From an optimization exercise on the open Yosys and OpenROAD flow, aimed at small area and a short achievable clock period; shortcuts taken in it are not production practice.
Function was checked by simulation only, so behaviour that the tests miss may differ from the original.

==> flow/design.v, too long to show whole: its modules and the start of the top module <==
// module ntt_butterfly: 2053 lines
module ntt_butterfly
#(
    parameter REG_SIZE = 23
)
(
    input  wire                 clk,
    input  wire                 reset_n,
    input  wire                 zeroize,
    input  wire [2:0]           mode,
    input  wire                 accumulate,
    input  wire                 mlkem,
    input  wire  [REG_SIZE-1:0] opu_i,
    input  wire  [REG_SIZE-1:0] opv_i,
    input  wire  [REG_SIZE-1:0] opw_i,
    output logic [REG_SIZE-1:0] u_o,
    output logic [REG_SIZE-1:0] v_o,
    output logic [REG_SIZE-1:0] pwm_res_o,
    output logic [REG_SIZE-1:0] pairwm_mul_red_o
);
  // ...
==> flow/flow/run.sh <==
#!/bin/bash
# Standard layout, with repair_timing aiming for a larger setup slack margin.
set -euo pipefail
bash standard.sh SETUP_SLACK_MARGIN=7 finish > standard.log 2>&1
==> flow/standard.sh <==
#!/bin/bash
# synth_recipe.tcl (not shown) runs the flow's synth.tcl, then flattens the netlist and writes it again
# the make line also repeats each setting of config.mk as NAME=value (left out here)
make -C /OpenROAD-flow-scripts/flow DESIGN_CONFIG=/design/flow/config.mk WORK_HOME=/design/flow/orfs CLKGATE_MAP_FILE= SYNTH_SCRIPT=/design/flow/synth_recipe.tcl "${@:-finish}"
==> flow/config.mk <==
export PLATFORM = sky130hd
export DESIGN_NAME = ntt_butterfly
export DESIGN_NICKNAME = ntt_butterfly
export VERILOG_FILES = /design/flow/design.v
export SDC_FILE = /design/flow/constraint.sdc
export NUM_CORES = 4
export LEC_CHECK = 0
export CAP_MARGIN = 20
export CORE_MARGIN = 2
export CORE_UTILIZATION = 40
export SLEW_MARGIN = 20
==> flow/constraint.sdc <==
create_clock -name core_clock -period 13.0 [get_ports {clk}]
set_input_delay 2.6000 -clock core_clock [delete_from_list [all_inputs] [get_ports {clk}]]
set_output_delay 2.6000 -clock core_clock [all_outputs]
set_load 0.01 [all_outputs]
==> flow_summary.toml, run 1 <==
[sta]
setup_tns_ns = 0
hold_violations = 0
fin_ws_ns = 4.87

[synth]
synthAdderAreaFrac_pct = 28.0
yosysMostFrequentCell = "inv_1"
synth-compound-area-share_pct = 22.9
ys_warn_count = 2

[cts]
cts.clk_slew.worst_paths_ns = 0.07
cts_hold_buf = 0
clock_latency_ns = 0.62
cts.repair.resized = 1383

[critical_path]
cp_max_fo = 6
cp.buffers_inverters = 11
cpLargestDelayFamily = "compound AO/OA/AOI/OAI gates"
endpoint = "c_r[11]$_DFF_PN0_"

[placed_design]
postPlaceCellArea_um2 = 41800

[hold_path]
worstHoldPathCells = 2

[global_routing]
grt_max_degree = 76

[final_layout]
buf_share_pct = 15.1
post-route-util_pct = 57.8
n_antenna_cell = 5

[route]
wl_met1_um = 69500

[status]
status = "timing/DRC/antenna clean"

[die]
initial_core_util_pct = 40.4
==> inputs of run 2 (changes only) <==
--- a/flow/design.v
+++ b/flow/design.v
@@ -30,39 +30,37 @@
         end
     end
     wire m_ct  = (mode_r == CT);
     wire m_gs  = (mode_r == GS);
     wire m_pwm = (mode_r == PWM);
     wire m_pwa = (mode_r == PWA);
     wire m_pws = (mode_r == PWS);
     wire [24:0] q1  = mlkem_r ? 25'd3329 : 25'd8380417;
-    wire [24:0] q2  = mlkem_r ? 25'd6658 : 25'd16760834;
+    wire [22:0] hq  = mlkem_r ? 23'd1665 : 23'd4190209;        
     wire [24:0] qn  = mlkem_r ? (25'h1000000 - 25'd3329 + 25'h1000000) : (25'h1000000 - 25'd8380417 + 25'h1000000);
     logic [22:0] c_d, red;
     wire         share = m_ct | m_pwm;
-    wire [22:0]  ax = share ? c_d : opu_i;
-    wire [22:0]  ay = share ? red : opv_i;
+    wire [22:0]  hu = {1'b0, opu_i[22:1]} + (opu_i[0] ? hq : 23'd0);
+    wire [22:0]  hv = {1'b0, opv_i[22:1]} + (opv_i[0] ? hq : 23'd0);
+    wire [22:0]  ax = share ? c_d : m_gs ? hu : opu_i;
+    wire [22:0]  ay = share ? red : m_gs ? hv : opv_i;
     wire [24:0] s_a = {2'b0, ax} + {2'b0, ay};                  
     wire [24:0] s_m = {2'b0, ax} + {2'b0, ay} + qn;             
-    wire [24:0] s_p = {2'b0, ax} + {2'b0, ay} + q1;             
     wire [24:0] d_a = {2'b0, ax} + {2'b11, ~ay} + 25'd1;        
     wire [24:0] d_p = {2'b0, ax} + {2'b11, ~ay} + 25'd1 + q1;   
-    wire [24:0] d_2 = {2'b0, ax} + {2'b11, ~ay} + 25'd1 + q2;   
     wire [22:0] addm = s_m[24] ? s_a[22:0] : s_m[22:0];        
     wire [22:0] subm = d_a[24] ? d_p[22:0] : d_a[22:0];        
-    wire [22:0] addh = !s_a[0] ? s_a[23:1] : (s_m[24] ? s_p[23:1] : s_m[23:1]);
-    wire [22:0] subh = d_a[0] ? d_p[23:1] : (d_a[24] ? d_2[23:1] : d_a[23:1]);
-    wire [22:0] a_n = m_ct ? opv_i : m_gs ? subh : opu_i;
+    wire [22:0] a_n = m_ct ? opv_i : m_gs ? subm : opu_i;
     wire [22:0] b_n = (m_ct | m_gs) ? opw_i : opv_i;
     logic [22:0] c_n;
     always_comb begin
         case (mode_r)
             CT:      c_n = opu_i;
-            GS:      c_n = addh;
+            GS:      c_n = addm;
             PWM:     c_n = opw_i;
             PWA:     c_n = addm;
             PWS:     c_n = subm;
             default: c_n = '0;
         endcase
     end
     wire [24:0] bx = {1'b0, b_n, 1'b0};
     logic [11:0] bone_n, btwo_n, bneg_n;
@@ -92,35 +90,35 @@
             for (int i = 0; i < 24; i++)
                 ppx[j][i] = ((bone_r[j] & ax2[i+1]) | (btwo_r[j] & ax2[i])) ^ bneg_r[j];
         pp0 = ppx[0]; pp1 = ppx[1]; pp2 = ppx[2]; pp3 = ppx[3];
         pp4 = ppx[4]; pp5 = ppx[5]; pp6 = ppx[6]; pp7 = ppx[7];
         pp8 = ppx[8]; pp9 = ppx[9]; pp10 = ppx[10]; pp11 = ppx[11];
     end
     wire [45:0] mul_s, mul_c;
     wire [26:0] dsa_s, dsa_c, kem_s, kem_c;
-    logic [11:0] kt0;
+    logic [12:0] kt0;
     always_comb begin
         case (prod[15:12])
-            4'd0: kt0 = 12'd2056;
-            4'd1: kt0 = 12'd2823;
-            4'd2: kt0 = 12'd261;
-            4'd3: kt0 = 12'd1028;
-            4'd4: kt0 = 12'd1795;
-            4'd5: kt0 = 12'd2562;
-            4'd6: kt0 = 12'd0;
-            4'd7: kt0 = 12'd767;
-            4'd8: kt0 = 12'd1534;
-            4'd9: kt0 = 12'd2301;
-            4'd10: kt0 = 12'd3068;
-            4'd11: kt0 = 12'd506;
-            4'd12: kt0 = 12'd1273;
-            4'd13: kt0 = 12'd2040;
-            4'd14: kt0 = 12'd2807;
-            4'd15: kt0 = 12'd245;
+            4'd0: kt0 = 13'd7307;
+            4'd1: kt0 = 13'd8074;
+            4'd2: kt0 = 13'd5512;
+            4'd3: kt0 = 13'd6279;
+            4'd4: kt0 = 13'd7046;
+            4'd5: kt0 = 13'd7813;
+            4'd6: kt0 = 13'd5251;
+            4'd7: kt0 = 13'd6018;
+            4'd8: kt0 = 13'd6785;
+            4'd9: kt0 = 13'd7552;
+            4'd10: kt0 = 13'd127;
+            4'd11: kt0 = 13'd5757;
+            4'd12: kt0 = 13'd6524;
+            4'd13: kt0 = 13'd7291;
+            4'd14: kt0 = 13'd8058;
+            4'd15: kt0 = 13'd5496;
         endcase
     end
     logic [11:0] kt1;
     always_comb begin
         case (prod[19:16])
             4'd0: kt1 = 12'd0;
             4'd1: kt1 = 12'd2285;
             4'd2: kt1 = 12'd1241;
@@ -1581,116 +1579,68 @@
     wire fk_42;
     wire fk_43;
     wire fk_44;
     wire fk_45;
     wire fk_46;
     wire fk_47;
     wire fk_48;
     wire fk_49;
-    wire fk_50;
-    wire fk_51;
-    wire fk_52;
-    wire fk_53;
-    wire fk_54;
-    wire fk_55;
-    wire fk_56;
-    wire fk_57;
-    wire fk_58;
-    wire fk_59;
-    wire fk_60;
-    wire fk_61;
-    wire fk_62;
-    wire fk_63;
-    wire fk_64;
-    wire fk_65;
-    wire fk_66;
-    wire fk_67;
-    wire fk_68;
-    wire fk_69;
-    wire fk_70;
-    wire fk_71;
-    wire fk_72;
-    wire fk_73;
     assign fk_0 = prod[0] ^ kt0[0];
     assign fk_1 = prod[0] & kt0[0];
     assign fk_2 = prod[1] ^ kt0[1] ^ kt1[1];
     assign fk_3 = (prod[1] & kt0[1]) | (prod[1] & kt1[1]) | (kt0[1] & kt1[1]);
-    assign fk_4 = prod[2] ^ kt0[2];
-    assign fk_5 = prod[2] & kt0[2];
-    assign fk_6 = prod[3] ^ kt0[3];
-    assign fk_7 = prod[3] & kt0[3];
-    assign fk_8 = prod[4] ^ kt0[4];
-    assign fk_9 = prod[4] & kt0[4];
-    assign fk_10 = prod[5] ^ kt0[5];
-    assign fk_11 = prod[5] & kt0[5];
-    assign fk_12 = prod[6] ^ kt0[6];
-    assign fk_13 = prod[6] & kt0[6];
+    assign fk_4 = prod[2] ^ kt0[2] ^ kt1[2];
+    assign fk_5 = (prod[2] & kt0[2]) | (prod[2] & kt1[2]) | (kt0[2] & kt1[2]);
+    assign fk_6 = prod[3] ^ kt0[3] ^ kt1[3];
+    assign fk_7 = (prod[3] & kt0[3]) | (prod[3] & kt1[3]) | (kt0[3] & kt1[3]);
+    assign fk_8 = prod[4] ^ kt0[4] ^ kt1[4];
+    assign fk_9 = (prod[4] & kt0[4]) | (prod[4] & kt1[4]) | (kt0[4] & kt1[4]);
+    assign fk_10 = prod[5] ^ kt0[5] ^ kt1[5];
+    assign fk_11 = (prod[5] & kt0[5]) | (prod[5] & kt1[5]) | (kt0[5] & kt1[5]);
+    assign fk_12 = prod[6] ^ kt0[6] ^ kt1[6];
+    assign fk_13 = (prod[6] & kt0[6]) | (prod[6] & kt1[6]) | (kt0[6] & kt1[6]);
     assign fk_14 = prod[7] ^ kt0[7] ^ kt1[7];
     assign fk_15 = (prod[7] & kt0[7]) | (prod[7] & kt1[7]) | (kt0[7] & kt1[7]);
-    assign fk_16 = prod[8] ^ kt0[8];
-    assign fk_17 = prod[8] & kt0[8];
-    assign fk_18 = prod[9] ^ kt0[9];
-    assign fk_19 = prod[9] & kt0[9];
+    assign fk_16 = prod[8] ^ kt0[8] ^ kt1[8];
+    assign fk_17 = (prod[8] & kt0[8]) | (prod[8] & kt1[8]) | (kt0[8] & kt1[8]);
+    assign fk_18 = prod[9] ^ kt0[9] ^ kt1[9];
+    assign fk_19 = (prod[9] & kt0[9]) | (prod[9] & kt1[9]) | (kt0[9] & kt1[9]);
     assign fk_20 = prod[10] ^ kt0[10] ^ kt1[10];
     assign fk_21 = (prod[10] & kt0[10]) | (prod[10] & kt1[10]) | (kt0[10] & kt1[10]);
-    assign fk_22 = prod[11] ^ kt0[11];
-    assign fk_23 = prod[11] & kt0[11];
+    assign fk_22 = prod[11] ^ kt0[11] ^ kt1[11];
+    assign fk_23 = (prod[11] & kt0[11]) | (prod[11] & kt1[11]) | (kt0[11] & kt1[11]);
     assign fk_24 = fk_0 ^ kt1[0];
     assign fk_25 = fk_0 & kt1[0];
     assign fk_26 = fk_1 ^ fk_2 ^ kt2[1];
     assign fk_27 = (fk_1 & fk_2) | (fk_1 & kt2[1]) | (fk_2 & kt2[1]);
-    assign fk_28 = fk_3 ^ fk_4 ^ kt1[2];
-    assign fk_29 = (fk_3 & fk_4) | (fk_3 & kt1[2]) | (fk_4 & kt1[2]);
-    assign fk_30 = fk_5 ^ fk_6 ^ kt1[3];
-    assign fk_31 = (fk_5 & fk_6) | (fk_5 & kt1[3]) | (fk_6 & kt1[3]);
-    assign fk_32 = fk_7 ^ fk_8 ^ kt1[4];
-    assign fk_33 = (fk_7 & fk_8) | (fk_7 & kt1[4]) | (fk_8 & kt1[4]);
-    assign fk_34 = fk_9 ^ fk_10 ^ kt1[5];
-    assign fk_35 = (fk_9 & fk_10) | (fk_9 & kt1[5]) | (fk_10 & kt1[5]);
-    assign fk_36 = fk_11 ^ fk_12 ^ kt1[6];
-    assign fk_37 = (fk_11 & fk_12) | (fk_11 & kt1[6]) | (fk_12 & kt1[6]);
+    assign fk_28 = fk_3 ^ fk_4 ^ kt2[2];
+    assign fk_29 = (fk_3 & fk_4) | (fk_3 & kt2[2]) | (fk_4 & kt2[2]);
+    assign fk_30 = fk_5 ^ fk_6 ^ kt2[3];
+    assign fk_31 = (fk_5 & fk_6) | (fk_5 & kt2[3]) | (fk_6 & kt2[3]);
+    assign fk_32 = fk_7 ^ fk_8 ^ kt2[4];
+    assign fk_33 = (fk_7 & fk_8) | (fk_7 & kt2[4]) | (fk_8 & kt2[4]);
+    assign fk_34 = fk_9 ^ fk_10 ^ kt2[5];
+    assign fk_35 = (fk_9 & fk_10) | (fk_9 & kt2[5]) | (fk_10 & kt2[5]);
+    assign fk_36 = fk_11 ^ fk_12 ^ kt2[6];
+    assign fk_37 = (fk_11 & fk_12) | (fk_11 & kt2[6]) | (fk_12 & kt2[6]);
     assign fk_38 = fk_13 ^ fk_14 ^ kt2[7];
     assign fk_39 = (fk_13 & fk_14) | (fk_13 & kt2[7]) | (fk_14 & kt2[7]);
-    assign fk_40 = fk_15 ^ fk_16 ^ kt1[8];
-    assign fk_41 = (fk_15 & fk_16) | (fk_15 & kt1[8]) | (fk_16 & kt1[8]);
-    assign fk_42 = fk_17 ^ fk_18 ^ kt1[9];
-    assign fk_43 = (fk_17 & fk_18) | (fk_17 & kt1[9]) | (fk_18 & kt1[9]);
+    assign fk_40 = fk_15 ^ fk_16 ^ kt2[8];
+    assign fk_41 = (fk_15 & fk_16) | (fk_15 & kt2[8]) | (fk_16 & kt2[8]);
+    assign fk_42 = fk_17 ^ fk_18 ^ kt2[9];
+    assign fk_43 = (fk_17 & fk_18) | (fk_17 & kt2[9]) | (fk_18 & kt2[9]);
     assign fk_44 = fk_19 ^ fk_20 ^ kt2[10];
     assign fk_45 = (fk_19 & fk_20) | (fk_19 & kt2[10]) | (fk_20 & kt2[10]);
-    assign fk_46 = fk_21 ^ fk_22 ^ kt1[11];
-    assign fk_47 = (fk_21 & fk_22) | (fk_21 & kt1[11]) | (fk_22 & kt1[11]);
-    assign fk_48 = fk_24 ^ kt2[0];
-    assign fk_49 = fk_24 & kt2[0];
-    assign fk_50 = fk_25 ^ fk_26 ^ 1'b1;
-    assign fk_51 = (fk_25 & fk_26) | (fk_25 & 1'b1) | (fk_26 & 1'b1);
-    assign fk_52 = fk_27 ^ fk_28 ^ kt2[2];
-    assign fk_53 = (fk_27 & fk_28) | (fk_27 & kt2[2]) | (fk_28 & kt2[2]);
-    assign fk_54 = fk_29 ^ fk_30 ^ kt2[3];
-    assign fk_55 = (fk_29 & fk_30) | (fk_29 & kt2[3]) | (fk_30 & kt2[3]);
-    assign fk_56 = fk_31 ^ fk_32 ^ kt2[4];
-    assign fk_57 = (fk_31 & fk_32) | (fk_31 & kt2[4]) | (fk_32 & kt2[4]);
-    assign fk_58 = fk_33 ^ fk_34 ^ kt2[5];
-    assign fk_59 = (fk_33 & fk_34) | (fk_33 & kt2[5]) | (fk_34 & kt2[5]);
-    assign fk_60 = fk_35 ^ fk_36 ^ kt2[6];
-    assign fk_61 = (fk_35 & fk_36) | (fk_35 & kt2[6]) | (fk_36 & kt2[6]);
-    assign fk_62 = fk_37 ^ fk_38 ^ 1'b1;
-    assign fk_63 = (fk_37 & fk_38) | (fk_37 & 1'b1) | (fk_38 & 1'b1);
-    assign fk_64 = fk_39 ^ fk_40 ^ kt2[8];
-    assign fk_65 = (fk_39 & fk_40) | (fk_39 & kt2[8]) | (fk_40 & kt2[8]);
-    assign fk_66 = fk_41 ^ fk_42 ^ kt2[9];
-    assign fk_67 = (fk_41 & fk_42) | (fk_41 & kt2[9]) | (fk_42 & kt2[9]);
-    assign fk_68 = fk_43 ^ fk_44 ^ 1'b1;
-    assign fk_69 = (fk_43 & fk_44) | (fk_43 & 1'b1) | (fk_44 & 1'b1);
-    assign fk_70 = fk_45 ^ fk_46 ^ kt2[11];
-    assign fk_71 = (fk_45 & fk_46) | (fk_45 & kt2[11]) | (fk_46 & kt2[11]);
-    assign fk_72 = fk_47 ^ fk_23 ^ 1'b1;
-    assign fk_73 = (fk_47 & fk_23) | (fk_47 & 1'b1) | (fk_23 & 1'b1);
-    assign kem_s = {1'b1, 1'b1, 1'b1, 1'b1, 1'b1, 1'b1, 1'b1, 1'b1, 1'b1, 1'b1, 1'b1, 1'b1, 1'b1, fk_73, fk_71, fk_69, fk_67, fk_65, fk_63, fk_61, fk_59, fk_57, fk_55, fk_53, fk_51, fk_49, fk_48};
-    assign kem_c = {1'b0, 1'b0, 1'b0, 1'b0, 1'b0, 1'b0, 1'b0, 1'b0, 1'b0, 1'b0, 1'b0, 1'b0, 1'b0, 1'b1, fk_72, fk_70, fk_68, fk_66, fk_64, fk_62, fk_60, fk_58, fk_56, fk_54, fk_52, fk_50, 1'b1};
+    assign fk_46 = fk_21 ^ fk_22 ^ kt2[11];
+    assign fk_47 = (fk_21 & fk_22) | (fk_21 & kt2[11]) | (fk_22 & kt2[11]);
+    assign fk_48 = fk_23 ^ kt0[12];
+    assign fk_49 = fk_23 & kt0[12];
+    assign kem_s = {kt0[12], kt0[12], kt0[12], kt0[12], kt0[12], kt0[12], kt0[12], kt0[12], kt0[12], kt0[12], kt0[12], kt0[12], kt0[12], fk_49, fk_47, fk_45, fk_43, fk_41, fk_39, fk_37, fk_35, fk_33, fk_31, fk_29, fk_27, fk_25, fk_24};
+    assign kem_c = {1'b0, 1'b0, 1'b0, 1'b0, 1'b0, 1'b0, 1'b0, 1'b0, 1'b0, 1'b0, 1'b0, 1'b0, 1'b0, kt0[12], fk_48, fk_46, fk_44, fk_42, fk_40, fk_38, fk_36, fk_34, fk_32, fk_30, fk_28, fk_26, kt2[0]};
     wire [45:0] prod = mul_s + mul_c;
     logic [26:0] t_s, t_c;
     always_ff @(posedge clk or negedge reset_n) begin
         if (!reset_n) begin
             t_s <= '0; t_c <= '0; c_d <= '0;
         end else if (zeroize) begin
             t_s <= '0; t_c <= '0; c_d <= '0;
         end else begin
==> flow/run.sh (new file) <==
#!/bin/bash
# synth_recipe.tcl (not shown) runs the flow's synth.tcl, then flattens the netlist and writes it again
# the make line also repeats each setting of config.mk as NAME=value (left out here)
make -C /OpenROAD-flow-scripts/flow DESIGN_CONFIG=/design/flow/config.mk WORK_HOME=/design/flow/orfs CLKGATE_MAP_FILE= SYNTH_SCRIPT=/design/flow/synth_recipe.tcl finish
==> flow/config.mk (replaced) <==
export PLATFORM = sky130hd
export DESIGN_NAME = ntt_butterfly
export DESIGN_NICKNAME = ntt_butterfly
export VERILOG_FILES = /design/flow/design.v
export SDC_FILE = /design/flow/constraint.sdc
export NUM_CORES = 4
export LEC_CHECK = 0
export CAP_MARGIN = 20
export CORE_MARGIN = 2
export CORE_UTILIZATION = 65
export SETUP_SLACK_MARGIN = 5
export SLEW_MARGIN = 20
removed: flow/flow/run.sh
removed: flow/standard.sh
==> flow_summary.toml, run 2 <==
[global_routing]
grt_pass1_wl_um = 218000
grtUsageTotal_pct = 47.5
grt_pass1_vias = 35844
grt_max_degree = 132
grt_overflow_total = 0
antenna_found_initial = 2

[critical_path]
startpoint_type = "input pin"
path_class = "in -> reg"
crit_slowest_cell = "a311oi_4"
crit_path_max_incr_delay_ns = 0.45
cp_max_fo = 8
crit_path_end_kind = "register"
required_ns = 13.48
arrival_ns = 8.74

[cts]
clock-sinks = 205
root_buffer = "clkbuf_16"
numCtsBuffers = 23
cts_hold_buf = 0
ctsHtreeMaxLevel = 1
cts_tree = "yes"
cts.clk_slew.worst_paths_ns = 0.08
cts_max_path_buffers = 3
clock_latency_ns = 0.57

[final_layout]
mostFrequentLayoutCell = "inv_1"
nNetsFinal = 5589
largest_reg_flops = 26
layout_common_cells = "inv_1, nor2_1, xnor2_1"
fillers = 3968
largest-register = "t_s"
top_regs = "t_s: 26 flops, t_c: 25 flops"
syn_to_final_growth_pct = 20.1
post-route-util_pct = 79.2
drive_above_1_share_pct = 17.1

[synth]
async_flop_share_pct = 100
syn_area_per_cell_um2 = 8.20
ys_warn_count = 2
synthFlopType = "dfrtp_1"
synth_edf_count = 0
yosysMostFrequentCell = "inv_1"
synth.top_cells.by_area = "fa_1, dfrtp_1, ha_1"
post-synth-top-area-cell = "fa_1"
synth_fp_nets = 5378
yosys-top-cells-count = "inv_1, xnor2_1, nor2_1"
synth_seq_cells = 205
synth_seq_area_share_pct = 13.5
ys_types = 103
synthCells = 4648
synth_top_area_share_pct = 16.5
synthesis.area_um2 = 38100

[sta]
setup_tns_ns = 0
timing.fmax_ghz = 0.121
timing.slew.headroom_pct = 21.0
rsz0062_at_grt = "true"
fin_crit_sh_pct = 63.6
finalClockSkew_ns = 0.0321
fin_crit_ns = 8.27
setup_violations = 0
worst_pin_slew_ns = 1.18
maxSlewViolCount = 0
hold_violations = 0

[placed_design]
hpwl_um = 108000
port_buffers = 168
gp_congestion = 1.04

[status]
status = "timing/DRC/antenna clean"

[die]
ios = 169
dieArea_um2 = 60600
initial_core_util_pct = 65.9
die_w_um = 246
row_count = 88
die_y_um = 246
design.core.area_um2 = 57800

[route]
wire_per_inst_um = 27.1
avgViaCountPerCell = 6.91
num_vias = 39028
drc = 0
dr.pass1.iters = 10
wl_um = 153000
ant_nets = 0
drtIter0Drc = 5552

[flow_run]
cap_violations = 0

[hold_path]
hold_path.class = "reg -> reg"
## run 2: cell types whose count changed in the layout (fill, tap and decap cells not counted), moves of 47 or more
cell,previous run,this run
buf_4,409,244
a21oi_2,86,35
fa_1,225,309
nor2_1,268,336
a22oi_1,208,257
fa_2,90,6
buf_2,51,4
a22oi_2,60,10
a21oi_1,185,243
o21ai_0,73,124
inv_2,64,11
inv_1,451,512
clkdlybuf4s50_1,71,140
buf_6,194,31
## run 2: per-stage QoR
step	std cells	setup WS [ns]	hold WS (ns)	cell area, um2
finish	5644	4.73	0.492	45800
global route	5641	4.56	0.531	45800
CTS	5519	4.98	0.496	43000
detailed placement	5394	2.94	0.492	40500
global placement	5394	2.98	0.472	40500
floorplan	4648	5.00	0.464	38300
## run 2: logic make-up after synthesis
group | Yosys count | synth area share [%]
AO/OA/AOI/OAI | 1284 | 23.1
XOR/XNOR | 475 | 10.9
adder cells (fa/ha/maj) | 657 | 27.7
buffers and inverters | 812 | 8.14
flip-flops | 205 | 13.5
multiplexers | 102 | 2.74
AND/OR/NAND/NOR | 1113 | 13.9
## run 2: metal layers
layer  track usage, %  wire length [um]  vias up
li1                 -                 -    16474
met1             62.9             55600    18649
met2             69.3             63200     3089
met3             16.4             22500      810
met4             22.8             11600        6
met5                0                55        -
## run 2: final cells by class
cell class                 count  area (um2)  share of cell area (%)
multi-input combinational   3633       32500                    71.0
clock inverter                15         204                   0.446
sequential                   205        5150                    11.2
timing repair buffer         463        4260                    9.30
antenna                        3        7.51                  0.0164
tap                          765         957                    2.09
clock buffer                  27         611                    1.33
inverter                     531        2040                    4.47
timing repair inverter         2        32.5                  0.0711
## run 2: path summary, 6_finish.rpt
kind | slack (ns) | cells past startpoint | from | end
worst max-delay path | 4.73 | 30 | opv_i[0] | c_r[5]$_DFF_PN0_
worst min-delay path | 0.49 | 1 | c_r[19]$_DFF_PN0_ | c_d[19]$_DFF_PN0_
worst max register to register | 4.75 | 34 | mlkem_r$_DFF_PN0_ | c_r[5]$_DFF_PN0_
worst min register to register | 0.49 | 1 | c_r[19]$_DFF_PN0_ | c_d[19]$_DFF_PN0_
max in group asynchronous | 9.59 | 4 | reset_n | bone_r[0]$_DFF_PN0_
min in group asynchronous | 1.89 | 1 | reset_n | t_s[15]$_DFF_PN0_
## run 2: critical path, delay by kind of cell
family,cells,cell delay [ns]
compound gates,16,3.58
simple gates,8,1.19
fa+ha+maj,3,0.81
mux,1,0.29
buf+inv,2,0.28
## run 2: timing repair
action,CTS,global route
endpoints found under the setup margin,184,143
buffers inserted,79,115
pin swaps,63,139
gates cloned,4,5
resized for setup,259,391
==> inputs of run 3 (changes only) <==
--- a/flow/config.mk
+++ b/flow/config.mk
@@ -8,5 +8,5 @@
 export CAP_MARGIN = 20
 export CORE_MARGIN = 2
-export CORE_UTILIZATION = 65
+export CORE_UTILIZATION = 40
 export SETUP_SLACK_MARGIN = 5
 export SLEW_MARGIN = 20
==> flow_summary.toml, run 3 <==
[die]
initial_core_util_pct = 40.2
die_w_um = 313
dieArea_um2 = 97800
design.core.area_um2 = 94700
die_y_um = 313
ios = 169
row_count = 113

[route]
drtIter0Drc = 4073
wire_per_inst_um = 25.6
drc = 0
num_vias = 37044
avgViaCountPerCell = 6.02
ant_nets = 0
dr.pass1.iters = 6
wl_met1_um = 62300
wl_met2_um = 68900
dr_wl_met3_um = 14000
top_layer_used = "met4"
wl_um = 158000

[critical_path]
crit_top_cell = "ha_4"
required_ns = 13.45
r2r_cells = 39
crit_slowest_cell = "dlygate4sd2_1"
reg2reg_to = "c_r[9]$_DFF_PN0_"
path_class = "in -> reg"
rrSetupSlack_ns = 4.87
startpoint_type = "input pin"
cp_max_fo = 7
crit_path_end_kind = "register"
crit_path_max_incr_delay_ns = 0.47
arrival_ns = 8.62
r2r_start = "mlkem_r$_DFF_PN0_"

[final_layout]
largest-register = "t_s"
syn_to_final_growth_pct = 22.3
top_regs = "t_s: 26 flops, t_c: 25 flops"
fillers = 9100
seqCellArea_um2 = 5170
nNetsFinal = 5593
mostFrequentLayoutCell = "inv_1"
layout_common_cells = "inv_1, xnor2_1, nor2_1"
largest_reg_flops = 26
drive_above_1_share_pct = 17.2
multi_input_area_um2 = 32600

[status]
status = "timing/DRC/antenna clean"

[synth]
synth_seq_area_share_pct = 13.5
synthCells = 4648
synth_top_area_share_pct = 16.5
synthFlopType = "dfrtp_1"
synth_fp_nets = 5378
synth_seq_cells = 205
synth.area.mux_share_pct = 2.74
synth.top_cells.by_area = "fa_1, dfrtp_1, ha_1"
syn_area_per_cell_um2 = 8.20
synthAdderAreaFrac_pct = 27.7
synth_xor_xnor_area_share_pct = 10.9
synthSimpleGateAreaFrac_pct = 13.9
ys_warn_count = 2
ys_types = 103
synth_top_family_by_area = "adder cells"
synthesis.area_um2 = 38100
async_flop_share_pct = 100
synth-compound-area-share_pct = 23.1
synth_edf_count = 0
post-synth-top-area-cell = "fa_1"
yosys-top-cells-count = "inv_1, xnor2_1, nor2_1"
yosysMostFrequentCell = "inv_1"

[cts]
root_buffer = "clkbuf_16"
numCtsBuffers = 27
cts_max_path_buffers = 3
clock_latency_ns = 0.62
clock-sinks = 205
ctsHtreeMaxLevel = 1
cts.clk_slew.worst_paths_ns = 0.07
cts_tree = "yes"

[global_routing]
antenna_found_initial = 2
grt_pass1_vias = 36126
grt_pass1_wl_um = 230000
grt_overflow_total = 0
grtUsageTotal_pct = 30.9
grt_max_degree = 83

[hold_path]
hold_path.class = "reg -> reg"
hp-start = "c_r[8]$_DFF_PN0_"
holdPathEnd = "c_d[8]$_DFF_PN0_"
worstHoldPathCells = 1

[sta]
timing.fmax_ghz = 0.122
finalClockSkew_ns = 0.0381
rsz0062_at_grt = "true"
worst_pin_slew_ns = 1.14
hold_violations = 0
setup_violations = 0
fin_crit_ns = 8.17
maxSlewViolCount = 0
setup_tns_ns = 0
timing.slew.headroom_pct = 23.7
fin_crit_sh_pct = 62.8

[placed_design]
gp_congestion = 0.958
port_buffers = 168
hpwl_um = 115000

[flow_run]
cap_violations = 0
-- run 3: cell type report --
type / instances / area share [%]
sequential: 205 / 11.1
tap: 1265 / 3.39
clock buffer: 33 / 1.60
multi-input combinational: 3635 / 69.9
antenna: 2 / 0.0107
inverter: 531 / 4.36
timing repair inverter: 2 / 0.0698
clock inverter: 17 / 0.491
timing repair buffer: 461 / 9.10
-- run 3: repair_timing --
item,4_1_cts,5_1_grt
setup buffers,121,63
setup endpoints to repair,184,131
gates cloned,7,3
hold buffers,0,0
pin swaps,82,152
gates resized for setup,315,323
-- run 3: worst max-delay path: cells and delay by family --
family / cells / cell delay, ns
adders and majority gates: 3 / 0.86
and+or+nand+nor: 5 / 0.89
buffers and inverters: 4 / 0.95
AOI/OAI and AO/OA: 16 / 2.96
xor gates and xnor gates: 2 / 0.34
-- run 3: logic make-up (layout without fill, tap and decap cells) --
family / count (synthesis) / count (layout)
compound gates: 1284 / 1287
simple gates: 1113 / 1114
buf+inv: 812 / 1044
fa+ha+maj: 657 / 657
xor+xnor: 475 / 475
flops: 205 / 205
mux: 102 / 102
other cells: 0 / 2
-- run 3: metrics by stage --
stage | cell area [um2] | setup slack, ns | hold WS (ns) | instances | util [%]
floorplan | 38300 | 5.00 | 0.464 | 4648 | -
global placement | 41200 | 2.93 | 0.483 | 5904 | 43.5
detailed placement | 41200 | 2.83 | 0.501 | 5904 | 43.5
CTS | 44500 | 4.93 | 0.497 | 6082 | 47.0
global route | 46600 | 4.68 | 0.523 | 6150 | 49.2
finish | 46600 | 4.83 | 0.489 | 6151 | 49.2
-- run 3: worst max path at each step --
stage | startpoint | endpoint | depth (start not counted)
2_1_floorplan | opv_i[0] | c_r[14]$_DFF_PN0_ | 31
3_3_place_gp | mlkem_r$_DFF_PN0_ | c_r[3]$_DFF_PN0_ | 35
3_5_place_dp | mlkem_r$_DFF_PN0_ | c_r[3]$_DFF_PN0_ | 35
4_1_cts | opu_i[0] | c_r[17]$_DFF_PN0_ | 30
5_1_grt | t_c[4]$_DFF_PN0_ | c_r[4]$_DFF_PN0_ | 39
6_report | opv_i[11] | c_r[9]$_DFF_PN0_ | 30
-- run 3: metal layers --
| layer | vias up | track usage [%] |
|---|---|---|
| met5 | - | 0 |
| met4 | 0 | 20.6 |
| met3 | 508 | 5.99 |
| met2 | 1897 | 47.0 |
| met1 | 18174 | 39.9 |
| li1 | 16465 | - |
==> inputs of run 4 (changes only) <==
==> flow/flow/run.sh (new file) <==
#!/bin/bash
# Standard layout, with repair_timing aiming for a larger setup slack margin.
set -euo pipefail
bash standard.sh SETUP_SLACK_MARGIN=6 finish > standard.log 2>&1
==> flow/standard.sh (new file) <==
#!/bin/bash
# synth_recipe.tcl (not shown) runs the flow's synth.tcl, then flattens the netlist and writes it again
# the make line also repeats each setting of config.mk as NAME=value (left out here)
make -C /OpenROAD-flow-scripts/flow DESIGN_CONFIG=/design/flow/config.mk WORK_HOME=/design/flow/orfs CLKGATE_MAP_FILE= SYNTH_SCRIPT=/design/flow/synth_recipe.tcl "${@:-finish}"
--- a/flow/config.mk
+++ b/flow/config.mk
@@ -9,4 +9,3 @@
 export CORE_MARGIN = 2
 export CORE_UTILIZATION = 40
-export SETUP_SLACK_MARGIN = 5
 export SLEW_MARGIN = 20
removed: flow/run.sh
==> flow_summary.toml, run 4 <==
[critical_path]
cp_num_cells = 32
crit_path_max_incr_delay_ns = 0.43
crit_top_cell = "ha_4"
crit_slowest_cell = "a311oi_4"
reg2reg_to = "c_r[3]$_DFF_PN0_"
crit_path_end_kind = "register"
path_class = "in -> reg"
rrSetupSlack_ns = 4.92
cpLargestDelayFamily = "compound AO/OA/AOI/OAI gates"
r2r_cells = 38
startpoint_type = "input pin"
arrival_ns = 8.56
cp_max_fo = 7
r2r_start = "mlkem_r$_DFF_PN0_"
required_ns = 13.47
cp.buffers_inverters = 4

[global_routing]
grt_overflow_total = 0
grt_pass1_vias = 37847
grt_pass1_wl_um = 241000
antenna_found_initial = 8
grt_max_degree = 76
grtUsageTotal_pct = 32.4

[synth]
synthCells = 4648
yosys-top-cells-count = "inv_1, xnor2_1, nor2_1"
synth_seq_cells = 205
synth.top_cells.by_area = "fa_1, dfrtp_1, ha_1"
synth_edf_count = 0
synthesis.area_um2 = 38100
post-synth-top-area-cell = "fa_1"
synthFlopType = "dfrtp_1"
ys_types = 103
yosysMostFrequentCell = "inv_1"
synth_seq_area_share_pct = 13.5
synth_fp_nets = 5378
async_flop_share_pct = 100
syn_area_per_cell_um2 = 8.20
ys_warn_count = 2
synth_top_area_share_pct = 16.5

[cts]
ctsHtreeMaxLevel = 1
cts.clk_slew.worst_paths_ns = 0.07
root_buffer = "clkbuf_16"
clock_latency_ns = 0.62
cts_hold_buf = 0
numCtsBuffers = 28
cts_max_path_buffers = 3
cts_tree = "yes"
clock-sinks = 205

[sta]
hold_slack_ns = 0.508
timing.slew.headroom_pct = 23.7
worst_pin_slew_ns = 1.14
setup_tns_ns = 0
setup_violations = 0
fin_crit_sh_pct = 62.3
fin_crit_ns = 8.09
finalClockSkew_ns = 0.0381
rsz0062_at_grt = "true"
hold_violations = 0
maxSlewViolCount = 0
timing.fmax_ghz = 0.124

[route]
drtIter0Drc = 3933
wl_um = 168000
num_vias = 39034
wire_per_inst_um = 25.8
ant_nets = 0
drc = 0
dr.pass1.iters = 7
avgViaCountPerCell = 6.01

[final_layout]
nNetsFinal = 5935
fin_area_um2 = 52900
top_regs = "t_s: 26 flops, t_c: 25 flops"
drive_above_1_share_pct = 31.9
mostFrequentLayoutCell = "inv_1"
largest-register = "t_s"
layout_common_cells = "inv_1, buf_4, xnor2_1"
syn_to_final_growth_pct = 38.8
largest_reg_flops = 26

[die]
ios = 169
row_count = 113
dieArea_um2 = 97800
die_y_um = 313
design.core.area_um2 = 94700
die_w_um = 313
initial_core_util_pct = 40.2

[flow_run]
cap_violations = 0

[placed_design]
postPlaceCellArea_um2 = 41700
port_buffers = 168
hpwl_um = 116000
gp_congestion = 0.937

[hold_path]
holdPathEnd = "c_d[6]$_DFF_PN0_"
hold_path.class = "reg -> reg"
hp-start = "c_r[6]$_DFF_PN0_"
worstHoldPathCells = 1

[status]
status = "timing/DRC/antenna clean"
run 4: cell counts after synthesis:
No cell type changed its count.
run 4: worst register-to-register path, delay by kind of cell (launching register included):
kind | cells | cell delay, ns
AO/OA/AOI/OAI | 18 | 3.67
adder cells (fa/ha/maj) | 4 | 1.33
AND/OR/NAND/NOR | 9 | 1.33
buffers and inverters | 6 | 0.86
flip-flops | 1 | 0.61
XOR/XNOR | 1 | 0.15
run 4: cell families (layout without fill, tap and decap cells):
kind of cell | count (synthesis) | after routing | share of synthesized area [%]
other cells | 0 | 4 | 0
xor+xnor | 475 | 475 | 10.9
simple gates | 1113 | 1118 | 13.9
compound gates | 1284 | 1287 | 23.1
mux | 102 | 102 | 2.74
fa+ha+maj | 657 | 657 | 27.7
buf+inv | 812 | 1383 | 8.14
flops | 205 | 205 | 13.5
run 4: layout make-up:
cell class,count,area (um2)
repair buffers,798,7520
clock buffers,32,746
diodes,4,10.0
flip-flops and latches,205,5170
fillers,8454,41800
clock inverters,20,246
multi-input cells,3639,35500
repair inverters,2,32.5
well taps,1265,1580
inverters,531,2090
run 4: through the flow:
stage	instances	setup slack, ns	util [%]
2_1_floorplan	4648	5.08	-
3_3_place_gp	5904	3.13	44.0
3_5_place_dp	5904	3.10	44.0
4_1_cts	6318	5.10	52.5
5_1_grt	6494	4.74	55.8
6_report	6496	4.91	55.9
run 4: worst max path at each step:
stage | start | endpoint
5_1_grt | mlkem_r$_DFF_PN0_ | c_r[4]$_DFF_PN0_
4_1_cts | opv_i[1] | c_r[4]$_DFF_PN0_
3_3_place_gp | opu_i[1] | c_r[3]$_DFF_PN0_
2_1_floorplan | opv_i[0] | c_r[14]$_DFF_PN0_
3_5_place_dp | opv_i[0] | c_r[4]$_DFF_PN0_
6_report | opv_i[1] | c_r[3]$_DFF_PN0_
run 4: repair_timing:
item,CTS,global route
endpoints found under the setup margin,233,191
gates cloned,19,4
pin swaps,339,272
setup buffers,343,170
endpoints found under the hold margin,0,0
gates resized for setup,1104,449
run 4: layer usage:
| layer | share of wire (%) | track usage (%) | vias up |
|---|---|---|---|
| met1 | 39 | 41.4 | 19163 |
| met5 | 0.024 | 0 | - |
| met2 | 44 | 50.1 | 2089 |
| li1 | - | - | 17173 |
| met3 | 9.1 | 5.94 | 603 |
| met4 | 8.5 | 21.8 | 6 |

[re-timing with driven ports]
The results above use ideal ports. As a check the final layouts listed here were re-extracted and re-timed, cells and wires unchanged.
Step 1 (the two cells are an assumption about what drives the block):
set clk [get_ports {clk}]
set_driving_cell -lib_cell sky130_fd_sc_hd__clkbuf_16 $clk
set_driving_cell -lib_cell sky130_fd_sc_hd__buf_2 [delete_from_list [all_inputs] $clk]
Step 2 moves the port delays by t, midway between the first and last clock arrival at a register: inputs arrive t later, outputs are due t later. That takes back most of the time a late clock gives input paths.
Three values: no drivers, after step 1, after step 2; two values: the first two.
run	t (ns)	slack for setup (ns)	hold slack, ns	worst setup path after step 2	worst data-port slew with drivers (ns)
run 1	0.653	4.874 / 4.874 / 4.626	0.498 / 0.498 / 0.498	input to register	0.06
run 2	0.617	4.734 / 4.749 / 4.139	0.492 / 0.492 / 0.492	input to register	0.10
run 3	0.677	4.832 / 4.843 / 4.165	0.489 / 0.489 / 0.489	input to register	0.12
run 4	0.674	4.907 / 4.868 / 4.193	0.508 / 0.508 / 0.508	input to register	0.13
After both steps every run listed still meets setup and hold. The setup slack of run 4, which loses most, moves by -0.039 ns with the drivers and by -0.714 ns with both steps.
